Source: an optimization exercise on an open RTL-to-GDS flow (aim: small area and a short achievable clock period). Production flows keep margins and buffers that such runs may drop.
Function was checked by simulation only, so behaviour that the tests miss may differ from the original.
Power is estimated from default activity; no workload was simulated.

Design adder_32bit, start of the top module:
module adder_32bit(
    input clk,
    input rst,
    input [31:0] i_a,
    input [31:0] i_b,
    input i_vld,
    output reg [31:0] o_res,
    output reg o_res_vld,
    output reg overflow
);
Size in the first run: ~1400 cells after synthesis, roughly 34 flip-flops, about 100 I/O pins, roughly 8000 um^2 of cells after synthesis.
Settings: LEC_CHECK=0, ABC_AREA=1, CAP_MARGIN=20, CORE_MARGIN=2, CORE_UTILIZATION=40, SLEW_MARGIN=20; clock period 40.0 ns.
run.sh (not shown) runs the stock make flow with config.mk's settings and CLKGATE_MAP_FILE= SYNTH_SCRIPT=/design/flow/synth_recipe.tcl, a recipe that flattens the netlist after the stock synthesis.
Edit:
==> flow/flow/run.sh (new file) <==
#!/bin/bash
# Standard layout, with plain buf_1 cells as the port buffers and timing
# repair aimed at slack >= 24 ns.
set -euo pipefail
bash standard.sh BUFFER_PORTS_ARGS="-buffer_cell sky130_fd_sc_hd__buf_1" SETUP_SLACK_MARGIN=24 finish > make_finish.log 2>&1
==> flow/standard.sh (new file) <==
#!/bin/bash
# synth_recipe.tcl (not shown) runs the flow's synth.tcl, then flattens the netlist and writes it again
# the make line also repeats each setting of config.mk as NAME=value (left out here)
make -C /OpenROAD-flow-scripts/flow DESIGN_CONFIG=/design/flow/config.mk WORK_HOME=/design/flow/orfs CLKGATE_MAP_FILE= SYNTH_SCRIPT=/design/flow/synth_recipe.tcl "${@:-finish}"
removed: flow/run.sh
Result:
- critical path depth drops by 2
- sequential share of layout area falls by 1.3 points
- global-route usage went up by 1.8 points
- wire length climbs by 15%
- synthesized area stays the same
- setup slack is better by 2.9 ns
- total power went up by 15%
- cell count came out higher by 6.3%
- design area grows by 17%
Edit:
==> flow/flow/run.sh (replaced) <==
#!/bin/bash
# Standard layout, with plain buf_1 cells as the port buffers.
set -euo pipefail
bash standard.sh BUFFER_PORTS_ARGS="-buffer_cell sky130_fd_sc_hd__buf_1" finish > make_finish.log 2>&1
Final area shrinks by 20%.
Fmax went down by 13%.
Die area does not change.

========
run 1:
adder_32bit, a different RTL version from the one above (not shown whole).
Size: about 1400 cells after synthesis, roughly 36 flip-flops, roughly 8100 um^2 of cells after synthesis.
// adder_32bit
module adder_32bit(
    input clk,
    input rst,
    input [31:0] i_a,
    input [31:0] i_b,
    input i_vld,
    output [31:0] o_res,
    output reg o_res_vld,
    output overflow
);
==> flow/config.mk <==
export PLATFORM = sky130hd
export DESIGN_NAME = adder_32bit
export DESIGN_NICKNAME = adder_32bit
export VERILOG_FILES = /design/flow/design.v
export SDC_FILE = /design/flow/constraint.sdc
export NUM_CORES = 4
export LEC_CHECK = 0
export ABC_AREA = 1
export CAP_MARGIN = 20
export CORE_MARGIN = 2
export CORE_UTILIZATION = 40
export CTS_BUF_LIST = sky130_fd_sc_hd__clkbuf_2 sky130_fd_sc_hd__clkbuf_4
export SLEW_MARGIN = 20
==> flow/constraint.sdc <==
create_clock -name core_clock -period 40.0 [get_ports {clk}]
set_input_delay 8.0000 -clock core_clock [delete_from_list [all_inputs] [get_ports {clk}]]
set_output_delay 8.0000 -clock core_clock [all_outputs]
set_load 0.01 [all_outputs]
standard.sh (not shown) runs the stock make flow with config.mk's settings and CLKGATE_MAP_FILE= SYNTH_SCRIPT=/design/flow/synth_recipe.tcl, a recipe that flattens the netlist after the stock synthesis.
==> flow/flow/run.sh <==
#!/bin/bash
# The standard ORFS layout with two changes:
#  - plain buf_1 cells as the port buffers,
#  - timing repair aimed at setup slack >= 27 ns.
set -euo pipefail
bash standard.sh BUFFER_PORTS_ARGS="-buffer_cell sky130_fd_sc_hd__buf_1" \
    SETUP_SLACK_MARGIN=27 finish > make_finish.log 2>&1
Run 1 finished all stages; the layout is clean.
Input-level comparison between run 2 and run 1:
==> flow/flow/run.sh <==
#!/bin/bash
# The standard ORFS layout with these changes:
#  - plain buf_1 cells as the port buffers,
#  - timing repair aimed at setup slack >= MARGIN ns,
#  - after the repair at global route, cells are downsized where the setup
#    slack stays >= MARGIN ns (recover_power, with the margin applied as
#    setup clock uncertainty only while it runs).
set -euo pipefail
MARGIN=27
rm -rf scripts_custom
cp -r "$FLOW_HOME/scripts" scripts_custom
python3 - scripts_custom/util.tcl <<'PY'
import sys
p = sys.argv[1]
s = open(p).read()
old = "  log_cmd repair_timing {*}$additional_args\n  report_tns\n  report_wns\n  report_power\n}"
assert old in s
new = ("  set_clock_uncertainty $::env(SETUP_SLACK_MARGIN) -setup [all_clocks]\n"
       "  log_cmd repair_timing {*}$additional_args\n"
       "  set_clock_uncertainty 0 -setup [all_clocks]\n"
       "  report_tns\n  report_wns\n  report_power\n}")
open(p, "w").write(s.replace(old, new))
PY
bash standard.sh SCRIPTS_DIR="$PWD/scripts_custom" \
    BUFFER_PORTS_ARGS="-buffer_cell sky130_fd_sc_hd__buf_1" \
    SETUP_SLACK_MARGIN=$MARGIN RECOVER_POWER=100 finish > make_finish.log 2>&1
- Run 2 vs. run 1: number of pins exceeding their max-slew limit in the final report up 35; switching power summed over all nets roughly the same; design area about even; setup slack has remained practically unchanged.
- Between run 2 and run 1, the portion of the clock cycle consumed by the worst path in the final layout does not differ in any meaningful way.
- The final report for run 2 shows a completed flow and a layout that fails verification, specifically capacitance limit, slew limit.
diff inputs: run 2 => run 3
Settings: an added PLACE_DENSITY of 0.75; a change of ABC_AREA from 1 to 0.
==> flow/flow/run.sh <==
#!/bin/bash
# The standard ORFS layout with two changes:
#  - plain buf_1 cells as the port buffers,
#  - timing repair aimed at setup slack >= 27 ns.
set -euo pipefail
bash standard.sh BUFFER_PORTS_ARGS="-buffer_cell sky130_fd_sc_hd__buf_1" \
    SETUP_SLACK_MARGIN=27 finish > make_finish.log 2>&1
## What came out
Both conditions hold for run 3: the flow ran to the end and the final layout passed the timing, DRC and antenna checks.
In run 3 relative to run 2, area taken by flip-flops and latches had gone up slightly.
Measured against run 2, the number of cells after detailed placement of run 3 comes out at 0.929 times the reference value.
Delta(share of synthesized cell area in full adder, half adder and majority cells, run 3 - run 2) < 0
Against run 2 as the reference, run 3 delivers a lower antenna cell count.
Non-clock buffer count (run 3 / run 2): 1.8
Core region area for run 3 is higher than for run 2.
Run 2 consumes less power than run 3.
Max-slew violation total from the final report ended up 35 lower on run 3 than on run 2.
Setup changes, run 3 to run 4
Settings: a change of PLACE_DENSITY from 0.75 to 0.85; a change of ABC_AREA from 0 to 1.
Results
- In summary, run 3 completed successfully, with a layout that passed the timing, DRC and antenna checks.
- The final layout from run 4, which completed every stage, passed the timing, DRC and antenna checks at the end of the flow.
- Compared with run 3, run 4 improves die area.
- Comparing run 3 and run 4, count of plain and timing-repair buffers in the layout is higher on run 3.
- In the route summary, run 4 ends up with a via count below that of run 3.
- Summary: clock period minus final worst setup slack, run 4 better than run 3
- Between run 4 and run 3, it is run 4 whose site row count is lower, by 3.
Input changes introduced in run 5 (baseline for comparison: run 4):
Settings: removing PLACE_DENSITY (formerly 0.85); changing CTS_BUF_LIST from sky130_fd_sc_hd__clkbuf_2 sky130_fd_sc_hd__clkbuf_4 to sky130_fd_sc_hd__clkbuf_4 sky130_fd_sc_hd__clkbuf_8.
==> flow/flow/run.sh <==
#!/bin/bash
# The standard ORFS layout with two changes:
#  - plain buf_1 cells as the port buffers,
#  - timing repair aimed at setup slack >= 28 ns.
set -euo pipefail
bash standard.sh BUFFER_PORTS_ARGS="-buffer_cell sky130_fd_sc_hd__buf_1" \
    SETUP_SLACK_MARGIN=28 finish > make_finish.log 2>&1
Findings:
Wire: run 5 routes more than run 4. The actual slew at the worst max-slew pin reported for run 5 is greater than that of run 4 by 0.11 ns. Compared with run 4, run 5 ends up with more cell area. Of run 5 and run 4, it is run 5 that has the higher global-route wire length before repair. Comparing run 4 and run 5, the lower proportion of power drawn by the clock network is on run 5.
#### Input delta (run 6 over run 5)
Settings: setting PLACE_DENSITY to 0.65 for the first time; changing CTS_BUF_LIST from sky130_fd_sc_hd__clkbuf_4 sky130_fd_sc_hd__clkbuf_8 to sky130_fd_sc_hd__clkbuf_2 sky130_fd_sc_hd__clkbuf_4.
==> flow/flow/run.sh <==
#!/bin/bash
# The standard ORFS layout with these changes:
#  - ABC's area script without its upsize step (the layout's timing repair
#    sizes the critical paths instead),
#  - plain buf_1 cells as the port buffers,
#  - timing repair aimed at setup slack >= 27 ns.
set -euo pipefail
rm -rf scripts_custom
cp -r "$FLOW_HOME/scripts" scripts_custom
printf '%s\n' strash dch 'map -B 0.9' topo 'stime -c' 'buffer -c' 'dnsize -c' > scripts_custom/abc_area.script
bash standard.sh SCRIPTS_DIR="$PWD/scripts_custom" \
    BUFFER_PORTS_ARGS="-buffer_cell sky130_fd_sc_hd__buf_1" \
    SETUP_SLACK_MARGIN=27 finish > make_finish.log 2>&1
--- outcome ---
Run 5 → run 6: die boundary width fell about 2.5%, sequential share of layout area picked up an extra 2.1 points, number of antenna-violating nets in the routed design barely changed, total via count after detailed routing moved down, detailed route wirelength on metal3 now smaller. In the metrics for run 5 and run 6, the one carrying the lower first-iteration DRC count is run 6. What run 6 reported for routability-driven placement congestion ratio has to be multiplied by 0.946 to get the figure for run 5. Relative to run 5, HPWL after detailed placement has gone down in run 6. Against run 5, run 6 reports a portion of the post-synthesis area used by sequential elements that is higher.

==> static timing again, ports no longer ideal <==
How much do the figures lean on ideal ports? The routed layouts below were timed once more, with nothing changed but the port constraints.
Step 1 assumes that a clkbuf_16 drives the clock port and a buf_2 every other input.
Step 2 also shifts input and output timing later by t, the mid clock arrival at the registers, as if the neighbouring blocks saw the same clock.
Three values: ideal, step 1, step 2; two values: the first two.
run | t, ns | setup slack, ns | worst setup path after step 2 | latest minus earliest clock arrival (ns)
the first run of note 1 | 0.300 | 21.087 / 21.097 / 20.796 | input to register | 0.004 / 0.003
the second run of note 1 | 0.301 | 23.999 / 23.982 / 23.681 | input to register | 0.004 / 0.003
the third run of note 1 | 0.300 | 21.692 / 21.696 / 21.396 | input to register | 0.004 / 0.003
run 1 | 0.366 | 27.420 / 27.385 / 27.091 | input to register | 0.010 / 0.009
run 2 | 0.366 | 27.417 / 27.383 / 27.092 | input to register | 0.010 / 0.009
run 3 | 0.362 | 27.090 / 27.100 / 26.738 | input to register | 0.016 / 0.016
run 4 | 0.356 | 27.276 / 27.287 / 26.930 | input to register | 0.007 / 0.007
run 5 | 0.313 | 27.829 / 27.795 / 27.683 | input to register | 0.003 / 0.004
run 6 | 0.359 | 27.337 / 27.339 / 26.980 | input to register | 0.008 / 0.008
The setup slack of run 6, which loses most, moves by +0.002 ns with the drivers and by -0.357 ns with both steps.
